This is an optimization exercise on Yosys and OpenROAD, whose aim is small area, not a production implementation.
The RTL was checked by simulation tests, not by an equivalence proof against the original design.
No activity file was given, so power comes from the tool's default toggle rates.

File: config.mk
export PLATFORM = sky130hd
export DESIGN_NAME = calc_core
export DESIGN_NICKNAME = calc_core
export VERILOG_FILES = /design/flow/design.v
export SDC_FILE = /design/flow/constraint.sdc
export NUM_CORES = 4
export LEC_CHECK = 0
export CAP_MARGIN = 20
export CORE_MARGIN = 2
export CORE_UTILIZATION = 40
export PLACE_DENSITY = 0.6
export SLEW_MARGIN = 20
File: constraint.sdc
create_clock -name core_clock -period 60.0 [get_ports {clk}]
set_input_delay 12.0000 -clock core_clock [delete_from_list [all_inputs] [get_ports {clk}]]
set_output_delay 12.0000 -clock core_clock [all_outputs]
set_load 0.01 [all_outputs]
File: design.v
module sign_reg(key_value, is_op, is_clr, is_eq, is_dig, dcode);
	input  [3:0] key_value;
	output       is_op, is_clr, is_eq, is_dig;
	output [3:0] dcode;
	wire   [63:0] dt = {4'd10, 4'd10, 4'd10, 4'd10, 4'd10, 4'd3, 4'd2, 4'd1, 4'd10, 4'd6, 4'd5, 4'd4, 4'd10, 4'd9, 4'd8, 4'd7};
assign is_op  = (key_value[1:0] == 2'b11);
assign is_clr = (key_value == 4'd12);
assign is_eq  = (key_value == 4'd14);
assign is_dig = ~is_op & ~is_clr & ~is_eq;
assign dcode  = dt[4*key_value +: 4];
endmodule
module number_reg(nd, dcode, nn, nb);
	input  [11:0] nd;
	input  [3:0]  dcode;
	output [11:0] nn;
	output [9:0]  nb;
	wire   [63:0] vt = {4'bx, 4'bx, 4'bx, 4'bx, 4'bx, 4'd0, 4'd9, 4'd8, 4'd7, 4'd6, 4'd5, 4'd4, 4'd3, 4'd2, 4'd1, 4'd0};
	wire   [3:0]  a = vt[4*nd[11:8] +: 4];
	wire   [3:0]  b = vt[4*nd[7:4] +: 4];
	wire   [3:0]  c = vt[4*nd[3:0] +: 4];
	wire   [3:0]  n2 = (b == 4'd0) ? 4'd0 : nd[7:4];
	wire   [3:0]  n1 = (c == 4'd0 && n2 == 4'd0) ? 4'd0 : nd[3:0];
assign nn = {n2, n1, dcode};
assign nb = a * 7'd100 + b * 4'd10 + c;
endmodule
module processor(d, cin, o);
	input  [23:0] d;
	input         cin;
	output [23:0] o;
	wire   [5:0]  cy;
function [4:0] step;
	input [4:0] i;
	case (i)
		5'd0: step = 5'd0;
		5'd1: step = 5'd1;
		5'd2: step = 5'd2;
		5'd3: step = 5'd3;
		5'd4: step = 5'd4;
		5'd5: step = 5'd5;
		5'd6: step = 5'd6;
		5'd7: step = 5'd7;
		5'd8: step = 5'd8;
		5'd9: step = 5'd9;
		5'd10: step = 5'd26;
		5'd11: step = 5'd17;
		5'd12: step = 5'd18;
		5'd13: step = 5'd19;
		5'd14: step = 5'd20;
		5'd15: step = 5'd21;
		5'd16: step = 5'd22;
		5'd17: step = 5'd23;
		5'd18: step = 5'd24;
		5'd19: step = 5'd25;
		5'd20: step = 5'd10;
		5'd21: step = 5'd1;
		default: step = 5'bx;
	endcase
endfunction
function [3:0] step5;
	input [4:0] i;
	case (i)
		5'd0: step5 = 4'd0;
		5'd1: step5 = 4'd1;
		5'd2: step5 = 4'd2;
		5'd3: step5 = 4'd3;
		5'd4: step5 = 4'd4;
		5'd5: step5 = 4'd5;
		5'd6: step5 = 4'd6;
		5'd7: step5 = 4'd7;
		5'd8: step5 = 4'd8;
		5'd9: step5 = 4'd9;
		5'd10: step5 = 4'd11;
		5'd20: step5 = 4'd10;
		5'd21: step5 = 4'd1;
		default: step5 = 4'bx;
	endcase
endfunction
assign cy[0] = cin;
genvar k;
generate
	for (k = 0; k < 5; k = k + 1) begin : g
		assign {cy[k+1], o[4*k +: 4]} = step({d[4*k +: 4], cy[k]});
	end
endgenerate
assign o[23:20] = step5({d[23:20], cy[5]});
endmodule
module drive_tube(dsp, seg);
	input  [23:0] dsp;
	output [47:0] seg;
	wire [111:0] d0_t = {16'b1111x01101111100, 16'b0101x11101110000, 16'b0101x10101000100, 16'b1000x11101101100, 16'b0100x11111111010, 16'b0100x11110011110, 16'b1000x11111101100};
	wire [111:0] d1_t = {16'bxxxx001101111100, 16'bxxxx011101110000, 16'bxxxx010101000100, 16'bxxxx011101101100, 16'bxxxx011111111010, 16'bxxxx011110011110, 16'bxxxx011111101100};
	genvar k, j;
generate
	for (j = 0; j < 7; j = j + 1) begin : s0
		assign seg[j] = d0_t[16*j + dsp[3:0]];
	end
	for (k = 1; k < 6; k = k + 1) begin : g
		for (j = 0; j < 7; j = j + 1) begin : s
			assign seg[8*k + j] = d1_t[16*j + dsp[4*k +: 4]];
		end
	end
	for (k = 0; k < 6; k = k + 1) begin : dp
		assign seg[8*k + 7] = 1'b0;
	end
endgenerate
endmodule
module calc_core(clk, rst, key_valid, key_value, ready, seg);
	input         clk;
	input         rst;
	input         key_valid;
	input  [3:0]  key_value;
	output        ready;
	output [47:0] seg;
	reg    [11:0] nd;     
	reg    [19:0] r;      
	reg    [23:0] dsp;    
	reg           c;      
	reg           ar;     
	reg    [1:0]  op;     
	reg           busy;
	reg           ph;     
	reg    [4:0]  cnt;
	wire          is_op, is_clr, is_eq, is_dig;
	wire   [3:0]  dcode;
	wire   [9:0]  nb;
	wire   [11:0] nn;
	wire   [15:0] opc   = {4'd15, 4'd14, 4'd13, 4'd12};
	wire   [15:0] issym = 16'b1111x0000000000x;
	wire   [23:0] dd;
assign ready = ~busy;
wire take = key_valid & ~busy;
sign_reg   u_key (.key_value(key_value), .is_op(is_op), .is_clr(is_clr),
                  .is_eq(is_eq), .is_dig(is_dig), .dcode(dcode));
number_reg u_num (.nd(nd), .dcode(dcode), .nn(nn), .nb(nb));
wire [10:0] acc  = dsp[23:13];
wire        div  = c & (op == 2'd3);
wire        mul  = c & (op == 2'd2);
wire        sub  = c & (op == 2'd1);
wire        rbit = (r[0] ^ sub) & c;
wire        addn = mul ? r[0] : (cnt == 5'd0);
wire [10:0] b_in = div ? ~{1'b0, nb} : (addn ? {1'b0, nb} : 11'd0);
wire [11:0] sum  = {1'b0, acc} + {1'b0, b_in} + {11'd0, div | (~mul & rbit)};
wire        q    = sum[11];
wire        last = (ph | ~div) ? (cnt == 5'd19) : (cnt == 5'd20);
processor  u_dd  (.d(dsp), .cin(r[19]), .o(dd));
drive_tube u_seg (.dsp(dsp), .seg(seg));
wire [23:0] ZERO = {20'd0, 4'd10};
always @(posedge clk) begin
	if (rst) begin
		nd   <= {8'd0, 4'd10};
		r    <= 20'd0;
		dsp  <= ZERO;
		c    <= 1'b0;
		ar   <= 1'b0;
		op   <= 2'd0;
		ph   <= 1'b0;
		busy <= 1'b0;
		cnt  <= 5'd0;
	end
	else if (busy) begin
		cnt <= last ? 5'd0 : cnt + 5'd1;
		if (!ph) begin
			if (div) begin
				dsp[23:13] <= {q ? sum[9:0] : acc[9:0], r[19]};
				r          <= {r[18:0], q};
			end
			else begin
				dsp[23:13] <= {1'b0, sum[10:1]};
				r          <= {sum[0] ^ sub, r[19:1]};
			end
			if (last) begin
				if (c) begin
					ph  <= 1'b1;
					dsp <= ZERO;
				end
				else begin
					busy       <= 1'b0;
					dsp[23:13] <= 11'd0;
					nd         <= {8'd0, 4'd10};
				end
			end
		end
		else begin
			dsp <= dd;
			r   <= {r[18:0], r[19]};
			if (last) busy <= 1'b0;
		end
	end
	else if (take) begin
		if (is_dig) begin
			nd <= nn;
			if (!c) dsp <= {12'd0, nn};
			else if (issym[dsp[3:0]]) begin
				dsp  <= ZERO;
				busy <= 1'b1;
				ph   <= 1'b1;
			end
		end
		if (is_op) begin
			ar  <= 1'b1;
			op  <= key_value[3:2];
			dsp <= {20'd0, opc[4*key_value[3:2] +: 4]};
			ph  <= 1'b0;
			if (c) nd <= {8'd0, 4'd10};
			else   busy <= 1'b1;
		end
		if (is_clr) begin
			ar  <= 1'b0;
			c   <= 1'b0;
			r   <= 20'd0;
			nd  <= {8'd0, 4'd10};
			dsp <= ZERO;
		end
		if (is_eq) begin
			c    <= 1'b1;
			ph   <= ~ar;
			busy <= 1'b1;
			dsp  <= ZERO;
		end
	end
end
endmodule
File: flow/run.sh
#!/bin/bash
# The standard layout (standard.sh), with area-oriented synthesis and
# buffering: no adder-cell extraction, an area-oriented ABC script (run
# through flow/synth.tcl, which is synth_recipe.tcl with the ABC script
# swapped), one-site port buffers and mid-size clock buffers.
F=$(pwd)/flow
export MY_ABC_SCRIPT=$F/area.abc
bash standard.sh ADDER_MAP_FILE= SYNTH_SCRIPT=$F/synth.tcl \
	"BUFFER_PORTS_ARGS=-buffer_cell sky130_fd_sc_hd__buf_1" \
	"CTS_ARGS=-sink_clustering_enable -repair_clock_nets -buf_list sky130_fd_sc_hd__clkbuf_8 -dont_use_dummy_load" SLEW_MARGIN=0 CAP_MARGIN=0 \
	finish > standard.log 2>&1
File: flow/area.abc
strash
&get -n
&fraig -x
&put
scorr
dc2
dretime
strash
&get -n
&dch -f
&nf -R 1000
&put
strash
&get -n
&dch -f
&nf -R 1000
&put
File: flow/synth.tcl
proc synth {args} { yosys synth -nofsm -noshare {*}$args }
proc abc {args} {
  set i [lsearch -exact $args -script]
  if { $i >= 0 && [info exists ::env(MY_ABC_SCRIPT)] } { lset args [expr {$i + 1}] $::env(MY_ABC_SCRIPT) }
  yosys abc {*}$args
}
source $::env(SCRIPTS_DIR)/synth.tcl
# left out here: clear keep_hierarchy, flatten, clean up, hide names made inside functions, write 1_2_yosys.v
File: standard.sh
#!/bin/bash
# synth_recipe.tcl (not shown) runs the flow's synth.tcl, then flattens the netlist and writes it again
# the make line also repeats each setting of config.mk as NAME=value (left out here)
make -C /OpenROAD-flow-scripts/flow DESIGN_CONFIG=/design/flow/config.mk WORK_HOME=/design/flow/orfs CLKGATE_MAP_FILE= SYNTH_SCRIPT=/design/flow/synth_recipe.tcl "${@:-finish}"
==> flow_metrics.py, run 1 <==
metrics = {
    "min_path": {
        "timing.hold.worst_path_depth": 2,
        "min-delay-path-class": "reg -> reg",
        "beginning_of_the_worst_hold_path": "ar",
        "hold_end": "ar",
    },
    "logic_synthesis": {
        "netlist_area_um2": 4985,
        "synth-edff-count": 0,
        "synthesis.area_per_instance_um2": 6.611,
        "yosys_register_bits": 67,
        "portion_of_the_post_synthesis_area_used_by_sequential_elements": 0.2691,
        "yosysWarnings": 2,
        "synth-main-ff-cell": "sky130_fd_sc_hd__dfxtp_1",
        "post_synth_inst_count": 754,
        "async_flop_share": 0,
        "yosysUniqueCellTypes": 49,
    },
    "routing": {
        "finalWirelength_um": 13700,
        "drtAntennaViolNets": 0,
        "initialDrtViolationCount": 398,
        "drtPass1Iterations": 7,
        "routed-via-count": 5539,
        "post-route-drc-count": 0,
        "routed_wire_length_per_instance_um": 13.92,
        "routed_via_density": 5.629,
    },
    "sta": {
        "report.final.setup_viol": 0,
        "slew_headroom": 0.2378,
        "fin_tns_setup_ps": 0,
        "skew_ps": 26.26,
        "worst_pin_slew_ps": 1141,
        "timing_hold_violations_final": 0,
        "postLayoutSetupSlackWorst_ps": 45830,
        "clock.fmax_mhz": 70.58,
        "setup_repair_after_global_routing_missed_its_margin": "no",
        "final_min_period_over_clock_period": 0.2361,
        "min_period_ps": 14170,
        "maxSlewViolCount": 0,
    },
    "pwr": {
        "power.density_nw_per_um2": 28.34,
        "vdd.ir_drop.worst_uv": 12.92,
        "leakage_nw": 1.835,
    },
    "critical_path": {
        "cp-end-kind": "flip-flop",
        "crit_arrival_ps": 14370,
        "crit_fanout": 15,
        "timing.rr.start": "c",
        "timing.reg2reg.worst_path_depth": 25,
        "worst-r2r-setup-slack_ps": 52970,
        "worst_ep_required_time_ps": 60200,
        "critPathSlowestCell": "sky130_fd_sc_hd__nor2_1",
        "start_kind": "primary input",
        "crit_path_cell_trace": "buf_1, nand2_1, nor2_1, a21oi_1, a31o_1, nor2_1, o21ai_0, a21oi_1, a211oi_1",
        "path_class": "in -> reg",
        "rr_endpoint": "dsp[18]",
        "cp_slowest_stage_delay_ps": 790,
    },
    "cells_and_area": {
        "fraction_of_final_layout_cells_with_drive_strength_greater_than_1": 0.01838,
        "postLayoutCoreUtil": 0.4554,
        "flow.area_growth_from_synthesis_pct": 10.64,
        "final_net_count": 825,
        "n_antenna_cell": 0,
        "final.fill_count": 1292,
    },
    "global_route": {
        "globalRouteOverflowTotal": 0,
        "grt_max_degree": 56,
        "grt_util_all_layers": 0.2074,
        "wire_length_of_the_first_global_routing_pass_um": 22910,
        "first_global_vias": 4794,
        "antenna_found_initial": 0,
    },
    "clocking": {
        "clock_sink_count": 67,
        "cts-root-buf": "sky130_fd_sc_hd__clkbuf_8",
        "ctsLongestPathBuffers": 2,
        "hold_buffers": 0,
        "cts.repair.resized": 0,
        "cts-buffers-inserted": 9,
        "clock_tree.htree_level_count": 3,
        "cts_tree": "done",
        "post-cts-setup-buffers": 0,
        "worst_setup_hold_path_clk_slew_ps": 70,
        "source_to_sink_clock_delay_at_the_later_pin_of_the_worst_skew_pair_ps": 350,
    },
    "place": {
        "pre_cts_ws_ps": 45510,
        "place_hpwl_um": 9837,
        "place.port_buffers": 49,
        "gp_congestion": 0.8592,
    },
    "floorplan": {
        "die_height_um": 115.6,
        "std_cell_rows": 40,
        "floorplan.die_area_um2": 13370,
        "die_x_um": 115.6,
        "core_region_area_um2": 12110,
        "top_level_ports": 56,
        "initial_core_util": 0.4116,
    },
    "run_status": {
        "run_status": "finished clean",
    },
    "run": {
        "maxCapViolations": 0,
    },
}
[power breakdown]
part	leakage (nW)	internal [W]	switching (W)
registers	0.546	0.0000487	0.00000920
clock network	0.0647	0.0000134	0.0000156
logic	1.23	0.0000264	0.0000431
[metal layers]
| layer | track usage | vias to the layer above | routed length, µm |
|---|---|---|---|
| li1 | - | 2830 | - |
| met1 | 0.3047 | 2559 | 6855 |
| met2 | 0.3193 | 139 | 6062 |
| met3 | 0.03033 | 11 | 628 |
| met4 | 0.05238 | 0 | 149 |
| met5 | 0 | - | 0 |
[through the flow]
| stage | hold WS, ps | total power, W | instance area [µm²] | instances |
|---|---|---|---|---|
| after global routing | 480.4 | 0.0001695 | 5515 | 984 |
| after global placement | 452.5 | 0.0001260 | 5391 | 975 |
| final | 464.7 | 0.0001563 | 5515 | 984 |
| after floorplan | 427.1 | 0.0001085 | 5004 | 759 |
| after CTS | 469.9 | 0.0001570 | 5515 | 984 |
| after detailed placement | 460.4 | 0.0001277 | 5391 | 975 |
[sequential cells by signal, indices dropped and copies added, names as in the netlist]
signal	count
r	20
nd	12
op	2
ph	1
dsp	24
cnt	5
busy	1
c	1
ar	1
[critical path: cells and delay by family]
family	cells	cell delay (ps)
buffers and inverters	1	210
AND/OR/NAND/NOR	3	1120
AO/OA/AOI/OAI	5	1040
[how the worst max path moves through the flow]
stage                 start      to  slack [ps]
2_1_floorplan  key_value[3]  dsp[4]       46360
3_3_place_gp   key_value[3]  dsp[8]       45630
3_5_place_dp   key_value[3]  dsp[4]       45510
4_1_cts        key_value[3]  dsp[4]       45860
5_1_grt        key_value[3]  dsp[8]       45630
6_report       key_value[2]  dsp[4]       45830
[cell usage in the layout, fill, tap and decap left out, types with 4 or more instances in the layout]
cell | netlist | final
sky130_fd_sc_hd__a31oi_1 | 12 | 12
sky130_fd_sc_hd__buf_4 | 6 | 5
sky130_fd_sc_hd__o22ai_1 | 4 | 4
sky130_fd_sc_hd__maj3_1 | 9 | 9
sky130_fd_sc_hd__o21ai_0 | 96 | 96
sky130_fd_sc_hd__a22oi_1 | 4 | 4
sky130_fd_sc_hd__a211oi_1 | 18 | 18
sky130_fd_sc_hd__nand2_1 | 109 | 109
sky130_fd_sc_hd__o21bai_1 | 4 | 4
sky130_fd_sc_hd__or2_0 | 6 | 6
sky130_fd_sc_hd__o211ai_1 | 7 | 7
sky130_fd_sc_hd__a21oi_1 | 91 | 91
sky130_fd_sc_hd__xnor2_1 | 36 | 36
sky130_fd_sc_hd__nand3_1 | 14 | 14
sky130_fd_sc_hd__nand2b_1 | 22 | 22
sky130_fd_sc_hd__a32oi_1 | 4 | 4
sky130_fd_sc_hd__conb_1 | 1 | 6
sky130_fd_sc_hd__dfxtp_1 | 67 | 67
sky130_fd_sc_hd__a211o_1 | 4 | 4
sky130_fd_sc_hd__clkinv_1 | 13 | 13
sky130_fd_sc_hd__o21a_1 | 4 | 4
sky130_fd_sc_hd__and3_1 | 4 | 4
sky130_fd_sc_hd__nor2b_1 | 7 | 7
sky130_fd_sc_hd__xor2_1 | 6 | 6
sky130_fd_sc_hd__nor3_1 | 18 | 18
sky130_fd_sc_hd__nor2_1 | 148 | 148
sky130_fd_sc_hd__buf_1 | 0 | 48
sky130_fd_sc_hd__clkbuf_8 | 0 | 9
[cell usage after synthesis (3+ instances only)]
library cell               count  area share
sky130_fd_sc_hd__xor2_1        6       0.011
sky130_fd_sc_hd__nor4_1        3      0.0038
sky130_fd_sc_hd__a21oi_1      91       0.091
sky130_fd_sc_hd__o21a_1        4      0.0060
sky130_fd_sc_hd__maj3_1        9       0.018
sky130_fd_sc_hd__a311oi_1      3      0.0053
sky130_fd_sc_hd__a211oi_1     18       0.027
sky130_fd_sc_hd__nor2_1      148        0.11
sky130_fd_sc_hd__a211o_1       4      0.0070
sky130_fd_sc_hd__a22oi_1       4      0.0060
sky130_fd_sc_hd__o21ai_0      96       0.096
sky130_fd_sc_hd__o211ai_1      7       0.011
sky130_fd_sc_hd__or2_0         6      0.0075
sky130_fd_sc_hd__a32oi_1       4      0.0070
sky130_fd_sc_hd__dfxtp_1      67        0.27
sky130_fd_sc_hd__nor2b_1       7      0.0088
sky130_fd_sc_hd__a31oi_1      12       0.015
sky130_fd_sc_hd__clkinv_1     13      0.0098
sky130_fd_sc_hd__o21bai_1      4      0.0060
sky130_fd_sc_hd__nor3_1       18       0.018
sky130_fd_sc_hd__nand3_1      14       0.014
sky130_fd_sc_hd__xnor2_1      36       0.063
sky130_fd_sc_hd__nand2b_1     22       0.028
sky130_fd_sc_hd__nand2_1     109       0.082
sky130_fd_sc_hd__o22ai_1       4      0.0050
sky130_fd_sc_hd__buf_4         6      0.0090
sky130_fd_sc_hd__and3_1        4      0.0050
sky130_fd_sc_hd__and2_0        3      0.0038
[kinds of logic (layout without fill, tap and decap cells)]
family                     count (synthesis)  in the layout  synth area share
and+or+nand+nor                          337            337            0.2866
AOI/OAI and AO/OA                        277            277            0.3288
DFF                                       67             67            0.2691
xor gates and xnor gates                  42             42           0.07379
buffers and inverters                     19             76           0.01883
adders and majority gates                  9              9           0.01807
muxes                                      2              2          0.004016
other                                      1              6         0.0007523
[area by class of cell]
class | count | area (µm²) | share of cell area
multi-input combinational | 673 | 3568 | 0.6470
sequential | 67 | 1341 | 0.2432
timing repair buffer | 54 | 222.7 | 0.04038
tap | 168 | 210.2 | 0.03811
clock buffer | 9 | 123.9 | 0.02246
inverter | 13 | 48.80 | 0.008848
==> run 2, diff against run 1 <==
--- a/flow/run.sh
+++ b/flow/run.sh
@@ -8,4 +8,4 @@
 bash standard.sh ADDER_MAP_FILE= SYNTH_SCRIPT=$F/synth.tcl \
 	"BUFFER_PORTS_ARGS=-buffer_cell sky130_fd_sc_hd__buf_1" \
-	"CTS_ARGS=-sink_clustering_enable -repair_clock_nets -buf_list sky130_fd_sc_hd__clkbuf_8 -dont_use_dummy_load" SLEW_MARGIN=0 CAP_MARGIN=0 \
+	"CTS_ARGS=-sink_clustering_enable -repair_clock_nets -buf_list sky130_fd_sc_hd__clkbuf_8 -dont_use_dummy_load" \
 	finish > standard.log 2>&1
==> run 2 against run 1 <==
Compared with the run above:
- still clean
- non-clock buffer count unchanged
- clock power about the same
- register-to-register slack about the same
- first-iteration DRC count decreased by 2.5%
- wire length decreased by 0.23%
- combinational power about the same
- hold slack got worse by 2.2 ps
- core utilization about the same
- final area about the same
- maximum frequency increased by 0.20%
- setup slack improved by 29 ps
- critical endpoint unchanged
- largest cell class unchanged
- highest routed layer unchanged
==> flow_metrics.py, run 2 <==
metrics = {
    "critical_path": {
        "crit_cells": 9,
        "timing.reg2reg.worst_path_depth": 25,
        "rr_endpoint": "dsp[18]",
        "crit_fanout": 15,
        "start_kind": "primary input",
        "cp-end-kind": "flip-flop",
        "crit_path_cell_trace": "buf_1, nand2_1, nor2_1, a21oi_1, a31o_1, nor2_1, o21ai_0, a21oi_1, a211oi_1",
        "crit_end": "dsp[4]",
        "timing.rr.start": "c",
        "critPathSlowestCell": "sky130_fd_sc_hd__nor2_1",
        "critical-path-top-delay-family": "simple AND/OR/NAND/NOR gates",
        "worst-r2r-setup-slack_ps": 52970,
        "path_class": "in -> reg",
        "cp_slowest_stage_delay_ps": 780,
        "worst_ep_required_time_ps": 60200,
        "bufs_and_invs_on_worst_path": 1,
        "critPathLaunch": "key_value[3]",
        "crit_arrival_ps": 14340,
    },
    "floorplan": {
        "die_height_um": 115.6,
        "core_region_area_um2": 12110,
        "initial_core_util": 0.4116,
        "top_level_ports": 56,
        "die_x_um": 115.6,
        "std_cell_rows": 40,
        "floorplan.die_area_um2": 13370,
    },
    "clocking": {
        "clock_tree.htree_level_count": 3,
        "cts_tree": "done",
        "cts-buffers-inserted": 9,
        "worst_setup_hold_path_clk_slew_ps": 70,
        "clock_sink_count": 67,
        "cts.repair.resized": 0,
        "cts-root-buf": "sky130_fd_sc_hd__clkbuf_8",
        "ctsLongestPathBuffers": 2,
        "source_to_sink_clock_delay_at_the_later_pin_of_the_worst_skew_pair_ps": 350,
        "post-cts-setup-buffers": 0,
        "hold_buffers": 0,
    },
    "routing": {
        "routed_wire_length_per_instance_um": 13.89,
        "routed_via_density": 5.641,
        "initialDrtViolationCount": 388,
        "routed-via-count": 5551,
        "drtPass1Iterations": 5,
        "finalWirelength_um": 13660,
        "drtAntennaViolNets": 0,
        "post-route-drc-count": 0,
    },
    "cells_and_area": {
        "most-common-layout-cells": "148 x sky130_fd_sc_hd__nor2_1, 109 x sky130_fd_sc_hd__nand2_1, 96 x sky130_fd_sc_hd__o21ai_0, 91 x sky130_fd_sc_hd__a21oi_1, 67 x sky130_fd_sc_hd__dfxtp_1",
        "flow.area_growth_from_synthesis_pct": 10.69,
        "regMostFlops": "dsp",
        "largest_reg_flops": 24,
        "most_common_cell_after_layout_fill_and_taps_aside": "sky130_fd_sc_hd__nor2_1",
        "final_cell_area_um2": 5518,
        "top_regs": "dsp x24, r x20, nd x12",
        "fraction_of_final_layout_cells_with_drive_strength_greater_than_1": 0.01961,
        "n_antenna_cell": 0,
        "final_net_count": 825,
        "multiInputGateArea_um2": 3571,
        "final.fill_count": 1292,
        "sequential_cell_area_in_the_final_layout_um2": 1341,
        "postLayoutCoreUtil": 0.4556,
    },
    "min_path": {
        "timing.hold.worst_path_depth": 2,
        "min-delay-path-class": "reg -> reg",
    },
    "place": {
        "place.port_buffers": 49,
        "placed_cell_area_um2": 5391,
        "gp_congestion": 0.8592,
        "place_hpwl_um": 9837,
        "pre_cts_ws_ps": 45510,
    },
    "sta": {
        "min_period_ps": 14140,
        "final_min_period_over_clock_period": 0.2356,
        "timing_hold_violations_final": 0,
        "slew_headroom": 0.3755,
        "worst_pin_slew_ps": 934.8,
        "report.final.setup_viol": 0,
        "postLayoutSetupSlackWorst_ps": 45860,
        "skew_ps": 26.65,
        "setup_repair_after_global_routing_missed_its_margin": "no",
        "fin_tns_setup_ps": 0,
        "hold_ws_ps": 462.5,
        "clock.fmax_mhz": 70.73,
        "maxSlewViolCount": 0,
    },
    "global_route": {
        "first_global_vias": 4794,
        "wire_length_of_the_first_global_routing_pass_um": 22910,
        "grt_max_degree": 56,
        "antenna_found_initial": 0,
        "grt_util_all_layers": 0.2074,
        "globalRouteOverflowTotal": 0,
    },
    "pwr": {
        "leakage_nw": 1.837,
        "power.density_nw_per_um2": 28.33,
        "vdd.ir_drop.worst_uv": 12.91,
    },
    "logic_synthesis": {
        "post_synth_inst_count": 754,
        "yosysWarnings": 2,
        "portion_of_the_post_synthesis_area_used_by_sequential_elements": 0.2691,
        "yosysUniqueCellTypes": 49,
        "synth-main-ff-cell": "sky130_fd_sc_hd__dfxtp_1",
        "ys_top_cells_by_count": "148 x sky130_fd_sc_hd__nor2_1, 109 x sky130_fd_sc_hd__nand2_1, 96 x sky130_fd_sc_hd__o21ai_0",
        "yosys.area.top_type": "sky130_fd_sc_hd__dfxtp_1",
        "async_flop_share": 0,
        "netlist_area_um2": 4985,
        "largest_cells_by_area_after_synthesis": "sky130_fd_sc_hd__dfxtp_1 27%, sky130_fd_sc_hd__nor2_1 11%, sky130_fd_sc_hd__o21ai_0 9.6%, sky130_fd_sc_hd__a21oi_1 9.1%, sky130_fd_sc_hd__nand2_1 8.2%",
        "yosysMostFrequentCell": "sky130_fd_sc_hd__nor2_1",
        "fraction_of_synthesized_cell_area_taken_by_the_top_area_cell_type": 0.2691,
        "synth-edff-count": 0,
        "synthesis.area_per_instance_um2": 6.611,
        "yosys_register_bits": 67,
    },
    "run_status": {
        "run_status": "finished clean",
    },
    "run": {
        "maxCapViolations": 0,
    },
}
run 2: cell counts after synthesis:
No cell type changed its count.
run 2: metal layers:
layer / share of wire / GRT usage / vias to the layer above
met5: 0 / 0 / -
met4: 0.011 / 0.05238 / 0
met3: 0.052 / 0.03033 / 13
met2: 0.44 / 0.3193 / 148
met1: 0.49 / 0.3047 / 2558
li1: - / - / 2832
run 2: worst min path at each step:
stage	from	slack, ps	endpoint
finish	ar	460	ar
global route	ar	480	ar
global placement	ar	450	ar
floorplan	ar	430	ar
detailed placement	ar	460	ar
CTS	ar	470	ar
run 2: cell families after synthesis:
| group | Yosys count | synth area share |
|---|---|---|
| AND/OR/NAND/NOR | 337 | 0.2866 |
| multiplexers | 2 | 0.004016 |
| XOR/XNOR | 42 | 0.07379 |
| adder cells (fa/ha/maj) | 9 | 0.01807 |
| buffers and inverters | 19 | 0.01883 |
| flip-flops | 67 | 0.2691 |
| other | 1 | 0.0007523 |
| AO/OA/AOI/OAI | 277 | 0.3288 |
run 2: area by class of cell:
type / count / area share
timing repair buffer: 54 / 0.04036
clock buffer: 9 / 0.02245
multi-input combinational: 673 / 0.6472
tap: 168 / 0.03810
inverter: 13 / 0.008844
sequential: 67 / 0.2431
run 2: worst min-delay path, stage by stage (launching register included):
cell	delay, ps
sky130_fd_sc_hd__dfxtp_1	310
sky130_fd_sc_hd__nand2_1	50
sky130_fd_sc_hd__a21oi_1	50
run 2: metrics by stage:
stage / total power [W] / instances
3_5_place_dp: 0.0001277 / 975
6_report: 0.0001563 / 984
2_1_floorplan: 0.0001085 / 759
5_1_grt: 0.0001695 / 984
4_1_cts: 0.0001570 / 984
3_3_place_gp: 0.0001260 / 975
run 2: power breakdown:
group	switching, W	internal (W)	total [W]
registers	0.00000920	0.0000487	0.0000579
clock network	0.0000156	0.0000134	0.0000289
logic	0.0000432	0.0000264	0.0000695
==> run 3, diff against run 2 <==
--- a/flow/run.sh
+++ b/flow/run.sh
@@ -8,4 +8,4 @@
 bash standard.sh ADDER_MAP_FILE= SYNTH_SCRIPT=$F/synth.tcl \
 	"BUFFER_PORTS_ARGS=-buffer_cell sky130_fd_sc_hd__buf_1" \
-	"CTS_ARGS=-sink_clustering_enable -repair_clock_nets -buf_list sky130_fd_sc_hd__clkbuf_8 -dont_use_dummy_load" \
+	"CTS_ARGS=-sink_clustering_enable -repair_clock_nets -buf_list sky130_fd_sc_hd__clkbuf_16 -dont_use_dummy_load -sink_clustering_size 40 -sink_clustering_max_diameter 400" \
 	finish > standard.log 2>&1
==> run 3 against run 2 <==
Compared with the run above:
- still clean
- sequential power is essentially flat
- synthesized cell count is the same
- die area is the same
- combinational power is essentially flat
- highest routed layer unchanged
==> flow_metrics.py, run 3 <==
metrics = {
    "global_route": {
        "antenna_found_initial": 0,
        "globalRouteOverflowTotal": 0,
        "grt_util_all_layers": 0.2076,
        "wire_length_of_the_first_global_routing_pass_um": 22950,
        "first_global_vias": 4787,
        "grt_max_degree": 56,
    },
    "logic_synthesis": {
        "largest_cells_by_area_after_synthesis": "sky130_fd_sc_hd__dfxtp_1 27%, sky130_fd_sc_hd__nor2_1 11%, sky130_fd_sc_hd__o21ai_0 9.6%, sky130_fd_sc_hd__a21oi_1 9.1%, sky130_fd_sc_hd__nand2_1 8.2%",
        "post_synth_fa_ha_maj_area_fraction": 0.01807,
        "yosysUniqueCellTypes": 49,
        "synth-edff-count": 0,
        "yosysWarnings": 2,
        "portion_of_the_post_synthesis_area_used_by_sequential_elements": 0.2691,
        "fraction_of_synthesized_cell_area_taken_by_the_top_area_cell_type": 0.2691,
        "synth-main-ff-cell": "sky130_fd_sc_hd__dfxtp_1",
        "async_flop_share": 0,
        "yosys.area.top_type": "sky130_fd_sc_hd__dfxtp_1",
        "yosys_register_bits": 67,
        "netlist_area_um2": 4985,
        "synth-compound-area-share": 0.3288,
        "synth-simple-area-share": 0.2866,
        "synthesis.area_per_instance_um2": 6.611,
        "yosysMostFrequentCell": "sky130_fd_sc_hd__nor2_1",
        "main_combinational_cell_family_by_area_after_synthesis": "compound AO/OA/AOI/OAI gates",
        "post_synth_xor_area_fraction": 0.07380,
        "ys_top_cells_by_count": "148 x sky130_fd_sc_hd__nor2_1, 109 x sky130_fd_sc_hd__nand2_1, 96 x sky130_fd_sc_hd__o21ai_0",
        "post_synthesis_mux_area_share": 0.004016,
        "post_synth_inst_count": 754,
    },
    "sta": {
        "clock.fmax_mhz": 70.42,
        "final_min_period_over_clock_period": 0.2367,
        "timing_hold_violations_final": 0,
        "report.final.setup_viol": 0,
        "worst_pin_slew_ps": 952.0,
        "slew_headroom": 0.3630,
        "setup_repair_after_global_routing_missed_its_margin": "no",
        "skew_ps": 18.80,
        "min_period_ps": 14200,
        "fin_tns_setup_ps": 0,
        "maxSlewViolCount": 0,
    },
    "min_path": {
        "min-delay-path-class": "reg -> reg",
    },
    "cells_and_area": {
        "fraction_of_final_layout_cells_with_drive_strength_greater_than_1": 0.01961,
        "most-common-layout-cells": "148 x sky130_fd_sc_hd__nor2_1, 109 x sky130_fd_sc_hd__nand2_1, 96 x sky130_fd_sc_hd__o21ai_0, 91 x sky130_fd_sc_hd__a21oi_1, 67 x sky130_fd_sc_hd__dfxtp_1",
        "top_regs": "dsp x24, r x20, nd x12",
        "largest_reg_flops": 24,
        "most_common_cell_after_layout_fill_and_taps_aside": "sky130_fd_sc_hd__nor2_1",
        "final_net_count": 825,
        "n_antenna_cell": 0,
        "flow.area_growth_from_synthesis_pct": 12.73,
        "regMostFlops": "dsp",
    },
    "critical_path": {
        "critPathLaunch": "key_value[3]",
        "path_class": "in -> reg",
        "cp_slowest_stage_delay_ps": 810,
        "critPathSlowestCell": "sky130_fd_sc_hd__nor2_1",
        "worst-r2r-setup-slack_ps": 52980,
        "crit_end": "dsp[4]",
        "worst_ep_required_time_ps": 60180,
        "timing.reg2reg.worst_path_depth": 25,
        "cp-end-kind": "flip-flop",
        "timing.rr.start": "c",
        "rr_endpoint": "dsp[18]",
        "crit_arrival_ps": 14380,
        "start_kind": "primary input",
        "crit_path_cell_trace": "buf_1, nand2_1, nor2_1, a21oi_1, a31o_1, nor2_1, o21ai_0, a21oi_1, a211oi_1",
        "crit_fanout": 15,
    },
    "routing": {
        "routed-via-count": 5542,
        "routed_wire_length_per_instance_um": 14.00,
        "post-route-drc-count": 0,
        "drtAntennaViolNets": 0,
        "initialDrtViolationCount": 367,
        "finalWirelength_um": 13780,
        "drtPass1Iterations": 5,
        "routed_via_density": 5.632,
    },
    "clocking": {
        "hold_buffers": 0,
        "post-cts-setup-buffers": 0,
        "source_to_sink_clock_delay_at_the_later_pin_of_the_worst_skew_pair_ps": 330,
        "cts-buffers-inserted": 9,
        "clock_sink_count": 67,
        "clock_tree.htree_level_count": 3,
        "cts.repair.resized": 0,
        "cts-root-buf": "sky130_fd_sc_hd__clkbuf_16",
        "cts_tree": "done",
        "worst_setup_hold_path_clk_slew_ps": 50,
        "ctsLongestPathBuffers": 2,
    },
    "floorplan": {
        "die_x_um": 115.6,
        "initial_core_util": 0.4116,
        "die_height_um": 115.6,
        "core_region_area_um2": 12110,
        "top_level_ports": 56,
        "floorplan.die_area_um2": 13370,
        "std_cell_rows": 40,
    },
    "run": {
        "maxCapViolations": 0,
    },
    "run_status": {
        "run_status": "finished clean",
    },
    "pwr": {
        "power.density_nw_per_um2": 30.46,
        "post_layout_power_w": 0.0001711,
        "vdd.ir_drop.worst_uv": 14.93,
        "leakage_nw": 1.883,
    },
    "place": {
        "place_hpwl_um": 9837,
        "gp_congestion": 0.8592,
        "place.port_buffers": 49,
    },
}
==> run 3: cell counts after synthesis <==
Identical to the previous run, type by type.
==> run 3: cell families after synthesis <==
group / after synthesis
AOI/OAI and AO/OA: 277
xor gates and xnor gates: 42
adders and majority gates: 9
buffers and inverters: 19
DFF: 67
muxes: 2
other: 1
and+or+nand+nor: 337
==> run 3: how the worst min path moves through the flow <==
stage | startpoint | to | depth (start not counted)
floorplan | ar | ar | 2
global placement | ar | ar | 2
detailed placement | ar | ar | 2
global route | ar | ar | 2
finish | ar | ar | 2
CTS | ar | ar | 2
==> run 3: worst max-delay path: cells and delay by family <==
kind | cells | cell delay, ps
AO/OA/AOI/OAI | 5 | 1040
buffers and inverters | 1 | 200
AND/OR/NAND/NOR | 3 | 1130
==> run 3: stage by stage <==
stage	hold slack [ps]	utilization	worst slack, ps	instances	area (µm²)
after floorplan	427.1	-	46360	759	5004
after global placement	452.5	0.4451	45630	975	5391
after detailed placement	460.4	0.4451	45510	975	5391
after CTS	467.7	0.4637	45840	984	5617
after global routing	478.0	0.4639	45600	984	5619
final	460.7	0.4639	45800	984	5619
==> run 3: final cells by class <==
class,instances,area (µm²)
tap,168,210.2
inverter,13,48.80
fill,1286,6492
sequential,67,1341
multi-input combinational,673,3571
timing repair buffer,54,222.7
clock buffer,9,225.2
==> run 3: power breakdown <==
part           total [W]  switching, W  internal, W
Combinational  0.0000695     0.0000432    0.0000264
Sequential     0.0000580    0.00000922    0.0000488
Clock          0.0000436     0.0000174    0.0000262
Total           0.000171     0.0000698     0.000101
==> run 3: layer usage <==
metal  up-vias  track usage  part of all wire  wire length [µm]
met2       137       0.3220              0.44              6114
li1       2841            -                 -                 -
met5         -            0                 0                 0
met1      2547       0.3037              0.50              6914
met4         0      0.05159            0.0089               122
met3        17      0.02981             0.045               624
==> run 4, diff against run 3 <==
--- a/design.v
+++ b/design.v
@@ -153,11 +153,8 @@
 		c    <= 1'b0;
 		ar   <= 1'b0;
-		op   <= 2'd0;
-		ph   <= 1'b0;
 		busy <= 1'b0;
-		cnt  <= 5'd0;
 	end
 	else if (busy) begin
-		cnt <= last ? 5'd0 : cnt + 5'd1;
+		cnt <= cnt + 5'd1;
 		if (!ph) begin
 			if (div) begin
@@ -170,4 +167,5 @@
 			end
 			if (last) begin
+				cnt <= 5'd0;
 				if (c) begin
 					ph  <= 1'b1;
@@ -188,4 +186,5 @@
 	end
 	else if (take) begin
+		cnt <= 5'd0;
 		if (is_dig) begin
 			nd <= nn;
--- a/flow/run.sh
+++ b/flow/run.sh
@@ -8,4 +8,4 @@
 bash standard.sh ADDER_MAP_FILE= SYNTH_SCRIPT=$F/synth.tcl \
 	"BUFFER_PORTS_ARGS=-buffer_cell sky130_fd_sc_hd__buf_1" \
-	"CTS_ARGS=-sink_clustering_enable -repair_clock_nets -buf_list sky130_fd_sc_hd__clkbuf_16 -dont_use_dummy_load -sink_clustering_size 40 -sink_clustering_max_diameter 400" \
+	"CTS_BUF_LIST=sky130_fd_sc_hd__clkbuf_8" \
 	finish > standard.log 2>&1
==> run 4 against run 3 <==
Compared with the run above:
- global-route usage grew 0.54 points
- critical endpoint is now seg[27]
- register-to-register slack gained 190 ps
- highest routed layer unchanged
- still clean on timing, DRC and antenna
- critical path depth shrank 4
- core utilization grew 0.22 points
- via count grew 0.63%
- non-clock buffer count is the same
- largest cell class unchanged
==> flow_metrics.py, run 4 <==
metrics = {
    "place": {
        "gp_congestion": 0.9378,
        "pre_cts_ws_ps": 45930,
        "place_hpwl_um": 9968,
        "place.port_buffers": 49,
    },
    "min_path": {
        "min-delay-path-class": "reg -> reg",
    },
    "critical_path": {
        "path_class": "reg -> out",
        "critPathSlowestCell": "sky130_fd_sc_hd__dfxtp_1",
        "bufs_and_invs_on_worst_path": 1,
        "worst_ep_required_time_ps": 48000,
        "crit_fanout": 13,
        "crit_path_cell_trace": "nor2b_1, o21ai_0, nand2b_1, o211ai_1, buf_1",
        "critical-path-top-delay-family": "flip-flops",
        "cp-end-kind": "output pin",
        "cp_slowest_stage_delay_ps": 590,
        "worst-r2r-setup-slack_ps": 53170,
        "crit_arrival_ps": 1940,
        "start_kind": "flip-flop",
    },
    "pwr": {
        "power.density_nw_per_um2": 23.46,
        "vdd.ir_drop.worst_uv": 13.87,
        "leakage_nw": 2.021,
    },
    "sta": {
        "postLayoutSetupSlackWorst_ps": 46060,
        "min_period_ps": 13940,
        "skew_ps": 9.392,
        "setup_repair_after_global_routing_missed_its_margin": "no",
        "timing_hold_violations_final": 0,
        "worst_pin_slew_ps": 954.0,
        "final_min_period_over_clock_period": 0.2323,
        "report.final.setup_viol": 0,
        "fin_tns_setup_ps": 0,
        "slew_headroom": 0.3617,
        "maxSlewViolCount": 0,
        "clock.fmax_mhz": 71.75,
    },
    "routing": {
        "drtPass1Iterations": 5,
        "initialDrtViolationCount": 405,
        "finalWirelength_um": 14090,
        "drtAntennaViolNets": 0,
        "routed_wire_length_per_instance_um": 14.16,
        "routed_via_density": 5.605,
        "post-route-drc-count": 0,
        "routed-via-count": 5577,
    },
    "global_route": {
        "wire_length_of_the_first_global_routing_pass_um": 23280,
        "antenna_found_initial": 0,
        "first_global_vias": 4799,
        "globalRouteOverflowTotal": 0,
        "grt_util_all_layers": 0.2129,
        "grt_max_degree": 50,
    },
    "logic_synthesis": {
        "yosysMostFrequentCell": "sky130_fd_sc_hd__nor2_1",
        "largest_cells_by_area_after_synthesis": "sky130_fd_sc_hd__dfxtp_1 24%, sky130_fd_sc_hd__nor2_1 12%, sky130_fd_sc_hd__a21oi_1 10%, sky130_fd_sc_hd__o21ai_0 8.8%, sky130_fd_sc_hd__nand2_1 8.2%",
        "synth-main-ff-cell": "sky130_fd_sc_hd__dfxtp_1",
        "netlist_area_um2": 5014,
        "portion_of_the_post_synthesis_area_used_by_sequential_elements": 0.2835,
        "post_synth_inst_count": 758,
        "yosysUniqueCellTypes": 43,
        "async_flop_share": 0,
        "synthesis.area_per_instance_um2": 6.614,
        "yosysWarnings": 2,
        "ys_top_cells_by_count": "156 x sky130_fd_sc_hd__nor2_1, 110 x sky130_fd_sc_hd__nand2_1, 103 x sky130_fd_sc_hd__a21oi_1",
        "fraction_of_synthesized_cell_area_taken_by_the_top_area_cell_type": 0.2356,
        "yosys.area.top_type": "sky130_fd_sc_hd__dfxtp_1",
        "synth-edff-count": 8,
        "yosys_register_bits": 67,
    },
    "clocking": {
        "cts-buffers-inserted": 9,
        "ctsLongestPathBuffers": 2,
        "cts.repair.resized": 0,
        "cts_tree": "done",
        "source_to_sink_clock_delay_at_the_later_pin_of_the_worst_skew_pair_ps": 360,
        "clock_tree.htree_level_count": 3,
        "clock_sink_count": 67,
        "cts-root-buf": "sky130_fd_sc_hd__clkbuf_8",
        "worst_setup_hold_path_clk_slew_ps": 80,
        "hold_buffers": 0,
        "post-cts-setup-buffers": 0,
    },
    "cells_and_area": {
        "most-common-layout-cells": "155 x sky130_fd_sc_hd__nor2_1, 110 x sky130_fd_sc_hd__nand2_1, 103 x sky130_fd_sc_hd__a21oi_1, 88 x sky130_fd_sc_hd__o21ai_0, 59 x sky130_fd_sc_hd__dfxtp_1",
        "final_net_count": 829,
        "top_regs": "dsp x24, r x20, nd x12",
        "n_antenna_cell": 0,
        "fraction_of_final_layout_cells_with_drive_strength_greater_than_1": 0.02781,
        "most_common_cell_after_layout_fill_and_taps_aside": "sky130_fd_sc_hd__nor2_1",
        "flow.area_growth_from_synthesis_pct": 12.60,
        "regMostFlops": "dsp",
        "largest_reg_flops": 24,
    },
    "floorplan": {
        "std_cell_rows": 40,
        "top_level_ports": 56,
        "initial_core_util": 0.4139,
        "floorplan.die_area_um2": 13450,
        "die_x_um": 116.0,
        "core_region_area_um2": 12110,
        "die_height_um": 116.0,
    },
    "run_status": {
        "run_status": "finished clean",
    },
    "run": {
        "maxCapViolations": 0,
    },
}
[run 4: power by group]
group | internal [W] | leakage, nW | total, W | switching (W)
combinational | 0.0000134 | 1.35 | 0.0000361 | 0.0000227
clock | 0.0000237 | 0.110 | 0.0000438 | 0.0000201
sequential | 0.0000478 | 0.556 | 0.0000526 | 0.00000475
[run 4: final timing paths]
| check | startpoint | endpoint | cells past startpoint |
|---|---|---|---|
| worst min register to register | ar | ar | 1 |
| worst min-delay path | ar | ar | 1 |
| worst max register to register | c | dsp[15] | 26 |
| worst max-delay path | dsp[14] | seg[27] | 5 |
[run 4: stage by stage]
step	hold slack, ps	area (µm²)	util	instances	power [W]
6_report	465.5	5645	0.4661	995	0.0001325
5_1_grt	503.9	5645	0.4661	995	0.0001402
4_1_cts	464.3	5643	0.4659	995	0.0001332
3_5_place_dp	443.9	5420	0.4475	979	0.00008938
3_3_place_gp	441.9	5420	0.4475	979	0.00008869
2_1_floorplan	427.3	5032	-	763	0.00007925
[run 4: layout make-up]
cell class,instances,area (µm²)
flip-flops and latches,67,1421
clock buffers,9,123.9
multi-input cells,675,3512
fillers,1328,6466
inverters,15,56.30
well taps,168,210.2
clock inverters,7,98.84
repair buffers,54,222.7
[run 4: layer usage]
layer / part of all wire / track usage / vias up / wire length [µm]
li1: - / - / 2834 / -
met2: 0.47 / 0.3442 / 164 / 6584
met4: 0.012 / 0.05873 / 0 / 167
met1: 0.47 / 0.2963 / 2564 / 6646
met5: 0 / 0 / - / 0
met3: 0.049 / 0.03295 / 15 / 688
[run 4: cell families after synthesis]
family	share of synthesized area
compound gates	0.3002
xor+xnor	0.07163
fa+ha+maj	0.02196
buf+inv	0.02021
flops	0.2835
mux	0.003993
other cells	0.0007480
simple gates	0.2977
==> run 5, diff against run 4 <==
--- a/design.v
+++ b/design.v
@@ -153,8 +153,11 @@
 		c    <= 1'b0;
 		ar   <= 1'b0;
+		op   <= 2'd0;
+		ph   <= 1'b0;
 		busy <= 1'b0;
+		cnt  <= 5'd0;
 	end
 	else if (busy) begin
-		cnt <= cnt + 5'd1;
+		cnt <= last ? 5'd0 : cnt + 5'd1;
 		if (!ph) begin
 			if (div) begin
@@ -167,5 +170,4 @@
 			end
 			if (last) begin
-				cnt <= 5'd0;
 				if (c) begin
 					ph  <= 1'b1;
@@ -186,5 +188,4 @@
 	end
 	else if (take) begin
-		cnt <= 5'd0;
 		if (is_dig) begin
 			nd <= nn;
==> flow/run.sh (replaced) <==
#!/bin/bash
# The standard layout (standard.sh) with area-oriented settings:
# - synthesis through flow/synth.tcl (synth_recipe.tcl with the ABC script
#   swapped for flow/area.abc, an area-oriented script), and no adder-cell
#   extraction (ADDER_MAP_FILE empty); registers are mapped as in the
#   standard synthesis;
# - one-site port buffers;
# - clock tree from clkbuf_8 only, without dummy loads.
F=$(pwd)/flow
export MY_ABC_SCRIPT=$F/area.abc
bash standard.sh ADDER_MAP_FILE= SYNTH_SCRIPT=$F/synth.tcl \
	"BUFFER_PORTS_ARGS=-buffer_cell sky130_fd_sc_hd__buf_1" \
	"CTS_ARGS=-sink_clustering_enable -repair_clock_nets -buf_list sky130_fd_sc_hd__clkbuf_8 -dont_use_dummy_load" \
	finish > standard.log 2>&1
==> flow/area.abc (replaced) <==
strash
&get -n
&fraig -x
&put
scorr
dc2
dretime
strash
&get -n
&deepsyn -T 240
&dch -f
&nf -R 1000
&put
==> run 5 against run 4 <==
Compared with the run above:
- clock skew grew 12 ps
- maximum frequency shrank 5.0%
- power shrank 18%
- hold slack lost 16 ps
- final area shrank 13%
- first-iteration DRC count shrank 2.2%
- global-route usage shrank 1.3 points
- synthesized cell count shrank 19%
==> flow_metrics.py, run 5 <==
metrics = {
    "critical_path": {
        "critPathLaunch": "rst",
        "crit_end": "dsp[0]",
        "rr_endpoint": "dsp[16]",
        "timing.rr.start": "c",
        "cp_slowest_stage_delay_ps": 600,
        "cp_common_cell": "sky130_fd_sc_hd__o21ai_0",
        "bufs_and_invs_on_worst_path": 1,
        "crit_cells": 11,
        "worst_ep_required_time_ps": 60260,
        "start_kind": "primary input",
        "crit_arrival_ps": 14920,
        "critical-path-top-delay-family": "compound AO/OA/AOI/OAI gates",
        "crit_fanout": 13,
        "worst-r2r-setup-slack_ps": 53430,
        "cp-end-kind": "flip-flop",
        "path_class": "in -> reg",
        "critPathSlowestCell": "sky130_fd_sc_hd__o22ai_2",
        "timing.reg2reg.worst_path_depth": 21,
        "crit_path_cell_trace": "buf_1, nor2_1, nand2_1, a21oi_1, o21ai_1, o22ai_2, nor2b_1, o21ai_0, a21o_1, a222oi_1, o21ai_0",
    },
    "floorplan": {
        "top_level_ports": 56,
        "initial_core_util": 0.4090,
        "std_cell_rows": 38,
        "die_height_um": 109.1,
        "die_x_um": 109.1,
        "core_region_area_um2": 10790,
        "floorplan.die_area_um2": 11890,
    },
    "logic_synthesis": {
        "async_flop_share": 0,
        "synth-edff-count": 0,
        "yosys.area.top_type": "sky130_fd_sc_hd__dfxtp_1",
        "ys_top_cells_by_count": "97 x sky130_fd_sc_hd__nand2_1, 75 x sky130_fd_sc_hd__nor2_1, 67 x sky130_fd_sc_hd__dfxtp_1",
        "netlist_area_um2": 4414,
        "largest_cells_by_area_after_synthesis": "sky130_fd_sc_hd__dfxtp_1 30%, sky130_fd_sc_hd__nand2_1 8.2%, sky130_fd_sc_hd__nor2_1 6.4%, sky130_fd_sc_hd__a21oi_1 6.3%, sky130_fd_sc_hd__o21ai_0 5.7%",
        "yosysWarnings": 2,
        "yosysUniqueCellTypes": 49,
        "synthesis.area_per_instance_um2": 7.189,
        "synth-main-ff-cell": "sky130_fd_sc_hd__dfxtp_1",
        "fraction_of_synthesized_cell_area_taken_by_the_top_area_cell_type": 0.3039,
        "portion_of_the_post_synthesis_area_used_by_sequential_elements": 0.3039,
        "yosys_register_bits": 67,
        "post_synth_inst_count": 614,
        "yosysMostFrequentCell": "sky130_fd_sc_hd__nand2_1",
    },
    "routing": {
        "initialDrtViolationCount": 396,
        "drtAntennaViolNets": 0,
        "drtPass1Iterations": 8,
        "finalWirelength_um": 11550,
        "routed_wire_length_per_instance_um": 14.17,
        "post-route-drc-count": 0,
        "routed_via_density": 5.739,
        "routed-via-count": 4677,
    },
    "clocking": {
        "source_to_sink_clock_delay_at_the_later_pin_of_the_worst_skew_pair_ps": 350,
        "hold_buffers": 0,
        "clock_tree.htree_level_count": 3,
        "post-cts-setup-buffers": 0,
        "clock_sink_count": 67,
        "ctsLongestPathBuffers": 2,
        "cts-root-buf": "sky130_fd_sc_hd__clkbuf_8",
        "worst_setup_hold_path_clk_slew_ps": 60,
        "cts-buffers-inserted": 9,
        "cts.repair.resized": 0,
        "cts_tree": "done",
    },
    "place": {
        "place.port_buffers": 49,
        "placed_cell_area_um2": 4777,
        "gp_congestion": 0.8758,
        "pre_cts_ws_ps": 44400,
        "place_hpwl_um": 8554,
        "dp_cells": 806,
    },
    "global_route": {
        "first_global_vias": 4094,
        "globalRouteOverflowTotal": 0,
        "grt_util_all_layers": 0.2002,
        "grt_max_degree": 21,
        "wire_length_of_the_first_global_routing_pass_um": 19170,
        "antenna_found_initial": 0,
    },
    "cells_and_area": {
        "most-common-layout-cells": "97 x sky130_fd_sc_hd__nand2_1, 75 x sky130_fd_sc_hd__nor2_1, 67 x sky130_fd_sc_hd__dfxtp_1, 56 x sky130_fd_sc_hd__a21oi_1",
        "regMostFlops": "dsp",
        "final_net_count": 684,
        "top_regs": "dsp x24, r x20, nd x12",
        "flow.area_growth_from_synthesis_pct": 11.17,
        "fraction_of_final_layout_cells_with_drive_strength_greater_than_1": 0.02074,
        "final.fill_count": 1122,
        "largest_reg_flops": 24,
        "final_cell_count_no_fill": 815,
        "n_antenna_cell": 0,
        "final_cell_area_um2": 4907,
        "most_common_cell_after_layout_fill_and_taps_aside": "sky130_fd_sc_hd__nand2_1",
    },
    "sta": {
        "timing_hold_violations_final": 0,
        "slew_headroom": 0.4294,
        "fin_tns_setup_ps": 0,
        "maxSlewViolCount": 0,
        "clock.fmax_mhz": 68.19,
        "min_period_ps": 14660,
        "report.final.setup_viol": 0,
        "setup_repair_after_global_routing_missed_its_margin": "no",
        "skew_ps": 21.80,
        "postLayoutSetupSlackWorst_ps": 45340,
        "hold_ws_ps": 449.4,
        "final_min_period_over_clock_period": 0.2444,
        "worst_pin_slew_ps": 855.9,
    },
    "pwr": {
        "power_dissipated_by_switching_net_loads_w": 0.00003738,
        "power.density_nw_per_um2": 22.00,
        "clock_power_share": 0.263,
        "intPower_w": 0.00007059,
        "part_of_the_power_in_combinational_logic": 0.271,
        "leakage_nw": 1.845,
        "power.sequential.fraction": 0.466,
        "netSwitchingFraction": 0.3462,
        "vdd.ir_drop.worst_uv": 10.73,
    },
    "run_status": {
        "run_status": "finished clean",
    },
    "run": {
        "maxCapViolations": 0,
    },
    "min_path": {
        "min-delay-path-class": "reg -> reg",
    },
}
## run 5: cells by family (layout without fill, tap and decap cells)
group | after synthesis | after routing | synth area share
buffers and inverters | 48 | 104 | 0.04592
muxes | 4 | 4 | 0.009071
DFF | 67 | 67 | 0.3039
and+or+nand+nor | 248 | 248 | 0.2486
adders and majority gates | 8 | 8 | 0.01814
other | 1 | 6 | 0.0008495
AOI/OAI and AO/OA | 203 | 203 | 0.3041
xor gates and xnor gates | 35 | 35 | 0.06944
## run 5: worst min path at each step
stage | endpoint | start | slack [ps] | cells after the start
after floorplan | ar | ar | 420 | 1
after global placement | ar | ar | 430 | 1
after detailed placement | ar | ar | 440 | 1
after CTS | ar | ar | 450 | 1
after global routing | ar | ar | 470 | 1
final | ar | ar | 450 | 1
## run 5: power by group through the flow
stage          combinational [W]  sequential [W]  clock (W)
2_1_floorplan          0.0000221       0.0000502          0
5_1_grt                0.0000331       0.0000507  0.0000307
3_5_place_dp           0.0000289       0.0000512          0
4_1_cts                0.0000291       0.0000502  0.0000289
3_3_place_gp           0.0000287       0.0000511          0
6_report               0.0000292       0.0000503  0.0000284
## run 5: area by class of cell
| class | instances | area, µm² | area share |
|---|---|---|---|
| Inverter | 42 | 157.7 | 0.03213 |
| Tap cell | 140 | 175.2 | 0.03570 |
| Timing Repair Buffer | 53 | 214.0 | 0.04360 |
| Clock buffer | 9 | 123.9 | 0.02524 |
| Multi-Input combinational cell | 504 | 2895 | 0.5900 |
| Sequential cell | 67 | 1341 | 0.2733 |
## run 5: metal layers
metal / share of wire / vias up / global-route usage
li1: - / 2353 / -
met1: 0.47 / 2167 / 0.2730
met2: 0.46 / 143 / 0.3261
met3: 0.057 / 14 / 0.02989
met4: 0.012 / 0 / 0.05952
met5: 0 / - / 0
## run 5: metrics by stage
stage,utilization,total power (W)
2_1_floorplan,-,0.00007221
3_3_place_gp,0.4426,0.00007975
6_report,0.4547,0.0001080
4_1_cts,0.4541,0.0001083
5_1_grt,0.4547,0.0001145
3_5_place_dp,0.4426,0.00008012
==> run 6, diff against run 5 <==
==> flow/area.abc (replaced) <==
strash
&get -n
&fraig -x
&put
scorr
dc2
dretime
strash
&get -n
&deepsyn -T 240
&put
amap
==> run 6 against run 5 <==
Compared with the run above:
- largest cell class unchanged
- critical path type unchanged
- hold slack better by 30 ps
- highest routed layer unchanged
- critical path depth rose by 1
- clock power grew 2%
- largest power group unchanged
==> flow_metrics.py, run 6 <==
metrics = {
    "clocking": {
        "clock_tree.htree_level_count": 3,
        "hold_buffers": 0,
        "clock_sink_count": 67,
        "cts-buffers-inserted": 9,
        "source_to_sink_clock_delay_at_the_later_pin_of_the_worst_skew_pair_ps": 350,
        "worst_setup_hold_path_clk_slew_ps": 70,
        "post-cts-setup-buffers": 0,
        "ctsLongestPathBuffers": 2,
        "cts.repair.resized": 0,
        "cts_tree": "done",
        "cts-root-buf": "sky130_fd_sc_hd__clkbuf_8",
    },
    "sta": {
        "clock.fmax_mhz": 66.33,
        "final_min_period_over_clock_period": 0.2513,
        "skew_ps": 29.31,
        "setup_repair_after_global_routing_missed_its_margin": "no",
        "hold_ws_ps": 479.3,
        "slew_headroom": 0.4717,
        "min_period_ps": 15080,
        "fin_tns_setup_ps": 0,
        "worst_pin_slew_ps": 784.2,
        "maxSlewViolCount": 0,
        "report.final.setup_viol": 0,
        "timing_hold_violations_final": 0,
    },
    "run_status": {
        "run_status": "finished clean",
    },
    "floorplan": {
        "top_level_ports": 56,
        "die_x_um": 108.3,
        "std_cell_rows": 38,
        "die_height_um": 108.3,
        "floorplan.die_area_um2": 11720,
        "core_region_area_um2": 10750,
        "initial_core_util": 0.4048,
    },
    "cells_and_area": {
        "most-common-layout-cells": "115 x sky130_fd_sc_hd__clkinv_1, 112 x sky130_fd_sc_hd__nor2_1, 81 x sky130_fd_sc_hd__o21ai_0, 67 x sky130_fd_sc_hd__dfxtp_1",
        "final_net_count": 713,
        "most_common_cell_after_layout_fill_and_taps_aside": "sky130_fd_sc_hd__clkinv_1",
        "fraction_of_final_layout_cells_with_drive_strength_greater_than_1": 0.01989,
        "top_regs": "dsp x24, r x20, nd x12",
        "n_antenna_cell": 0,
        "flow.area_growth_from_synthesis_pct": 10.90,
        "regMostFlops": "dsp",
        "largest_reg_flops": 24,
        "final_cell_area_um2": 4823,
    },
    "routing": {
        "routed_wire_length_per_instance_um": 14.33,
        "initialDrtViolationCount": 454,
        "routed-via-count": 4947,
        "drtAntennaViolNets": 0,
        "finalWirelength_um": 12100,
        "routed_via_density": 5.861,
        "post-route-drc-count": 0,
        "drtPass1Iterations": 5,
    },
    "global_route": {
        "antenna_found_initial": 0,
        "first_global_vias": 4298,
        "wire_length_of_the_first_global_routing_pass_um": 19960,
        "grt_max_degree": 21,
        "grt_util_all_layers": 0.2090,
        "globalRouteOverflowTotal": 0,
    },
    "min_path": {
        "hold_end": "ar",
        "beginning_of_the_worst_hold_path": "ar",
        "min-delay-path-class": "reg -> reg",
        "timing.hold.worst_path_depth": 2,
    },
    "logic_synthesis": {
        "synth-edff-count": 0,
        "async_flop_share": 0,
        "main_combinational_cell_family_by_area_after_synthesis": "compound AO/OA/AOI/OAI gates",
        "synth-main-ff-cell": "sky130_fd_sc_hd__dfxtp_1",
        "largest_cells_by_area_after_synthesis": "sky130_fd_sc_hd__dfxtp_1 31%, sky130_fd_sc_hd__nor2_1 10%, sky130_fd_sc_hd__clkinv_1 9.9%, sky130_fd_sc_hd__o21ai_0 9.3%, sky130_fd_sc_hd__a222oi_1 5.8%",
        "yosys_register_bits": 67,
        "synthesis.area_per_instance_um2": 6.732,
        "post_synth_xor_area_fraction": 0,
        "synth-simple-area-share": 0.1948,
        "post_synthesis_mux_area_share": 0,
        "yosysWarnings": 2,
        "netlist_area_um2": 4349,
        "yosysUniqueCellTypes": 38,
        "synth-compound-area-share": 0.3864,
        "ys_top_cells_by_count": "116 x sky130_fd_sc_hd__nor2_1, 115 x sky130_fd_sc_hd__clkinv_1, 81 x sky130_fd_sc_hd__o21ai_0",
        "fraction_of_synthesized_cell_area_taken_by_the_top_area_cell_type": 0.3084,
        "portion_of_the_post_synthesis_area_used_by_sequential_elements": 0.3084,
        "yosysMostFrequentCell": "sky130_fd_sc_hd__nor2_1",
        "post_synth_fa_ha_maj_area_fraction": 0,
        "yosys.area.top_type": "sky130_fd_sc_hd__dfxtp_1",
        "post_synth_inst_count": 646,
    },
    "critical_path": {
        "path_class": "in -> reg",
        "cp-end-kind": "flip-flop",
        "rr_endpoint": "dsp[22]",
        "crit_arrival_ps": 15310,
        "timing.rr.start": "c",
        "critPathLaunch": "rst",
        "crit_fanout": 12,
        "worst-r2r-setup-slack_ps": 54160,
        "timing.reg2reg.worst_path_depth": 29,
        "worst_ep_required_time_ps": 60230,
        "start_kind": "primary input",
    },
    "place": {
        "place_hpwl_um": 9319,
        "placed_cell_area_um2": 4692,
        "place.port_buffers": 49,
        "gp_congestion": 0.9206,
    },
    "pwr": {
        "vdd.ir_drop.worst_uv": 12.18,
        "post_layout_power_w": 0.0001107,
        "leakage_nw": 1.615,
        "power.density_nw_per_um2": 22.95,
    },
    "run": {
        "maxCapViolations": 0,
    },
}
==> run 6: cell count changes in the layout (fill, tap and decap cells not counted), moves of 8 or more <==
cell	previous run	this run
sky130_fd_sc_hd__a21o_1	13	5
sky130_fd_sc_hd__and2_0	8	0
sky130_fd_sc_hd__clkinv_1	42	115
sky130_fd_sc_hd__maj3_1	8	0
sky130_fd_sc_hd__nand2_1	97	46
sky130_fd_sc_hd__nand2b_1	12	2
sky130_fd_sc_hd__nor2_1	75	112
sky130_fd_sc_hd__nor3_1	19	9
sky130_fd_sc_hd__o21ai_0	49	81
sky130_fd_sc_hd__o221ai_1	5	21
sky130_fd_sc_hd__o22ai_1	7	19
sky130_fd_sc_hd__xnor2_1	19	0
sky130_fd_sc_hd__xor2_1	16	0
==> run 6: worst max-delay path by stage <==
| stage | slack, ps | cells after the start | endpoint |
|---|---|---|---|
| final | 44920 | 12 | dsp[1] |
| after global placement | 44870 | 12 | dsp[1] |
| after detailed placement | 44620 | 12 | dsp[1] |
| after CTS | 44950 | 12 | dsp[1] |
| after global routing | 44520 | 12 | dsp[1] |
| after floorplan | 45750 | 11 | dsp[1] |
==> run 6: where the power goes <==
part           leakage (nW)  internal [W]  switching, W
Combinational          1.01     0.0000106     0.0000224
Sequential            0.542     0.0000466    0.00000219
Clock                0.0647     0.0000134     0.0000156
Total                  1.62     0.0000706     0.0000402
==> run 6: final cells by class <==
cell class	instances	area, µm²
inverters	115	431.7
repair buffers	50	191.4
clock buffers	9	123.9
multi-input cells	463	2560
well taps	140	175.2
flip-flops and latches	67	1341
fillers	1146	5922
==> run 6: metal layers <==
layer | track usage | up-vias | wire length, µm
met5 | 0 | - | 0
met4 | 0.07784 | 0 | 316
met3 | 0.03074 | 25 | 612
met2 | 0.3392 | 158 | 5511
met1 | 0.2814 | 2295 | 5654
li1 | - | 2469 | -
==> run 6: per-stage QoR <==
stage / utilization / worst slack [ps] / instances
2_1_floorplan: - / 45750 / 651
3_3_place_gp: 0.4364 / 44870 / 835
3_5_place_dp: 0.4367 / 44620 / 835
4_1_cts: 0.4482 / 44950 / 844
5_1_grt: 0.4489 / 44520 / 844
6_report: 0.4489 / 44920 / 844
==> run 6: critical path: stages <==
cell and delay [ps]:
sky130_fd_sc_hd__buf_1 150, sky130_fd_sc_hd__nor2_1 250, sky130_fd_sc_hd__nand2_1 140, sky130_fd_sc_hd__a21oi_1 290
sky130_fd_sc_hd__nand2b_1 250, sky130_fd_sc_hd__o32ai_1 460, sky130_fd_sc_hd__clkinv_1 450, sky130_fd_sc_hd__nand2_1 230
sky130_fd_sc_hd__o21ai_0 130, sky130_fd_sc_hd__o21ai_0 300, sky130_fd_sc_hd__clkinv_1 370, sky130_fd_sc_hd__o21a_1 280
==> run 6: cell families after synthesis <==
kind of cell | count (synthesis)
AO/OA/AOI/OAI | 254
buffers and inverters | 121
flip-flops | 67
other | 1
AND/OR/NAND/NOR | 203

[port drivers added, routing unchanged]
The flow's constraints put no driver on any port. The routed layouts listed below were extracted and timed again, unchanged, in two steps.
Step 1, drivers: a clkbuf_16 drives clk and a buf_2 each remaining input, both assumed.
Step 2 also shifts input and output timing later by t, the mid clock arrival at the registers, as if the neighbouring blocks saw the same clock.
Three values: no drivers, after step 1, after step 2; two values: the first two.
| run | t (ns) | slack for setup (ns) | worst hold slack (ns) |
|---|---|---|---|
| run 1 | 0.370 | 45.832 / 45.838 / 45.468 | 0.465 / 0.465 / 0.465 |
| run 2 | 0.369 | 45.861 / 45.871 / 45.502 | 0.463 / 0.463 / 0.463 |
| run 3 | 0.356 | 45.800 / 45.815 / 45.458 | 0.461 / 0.461 / 0.461 |
| run 4 | 0.393 | 46.062 / 46.030 / 45.873 | 0.465 / 0.465 / 0.465 |
| run 5 | 0.367 | 45.336 / 45.346 / 44.979 | 0.449 / 0.449 / 0.449 |
| run 6 | 0.369 | 44.924 / 44.939 / 44.569 | 0.479 / 0.479 / 0.479 |
After both steps setup and hold are still met in every run listed. For run 1, which loses most, drivers alone change the setup slack by +0.006 ns; drivers and shift together by -0.364 ns.
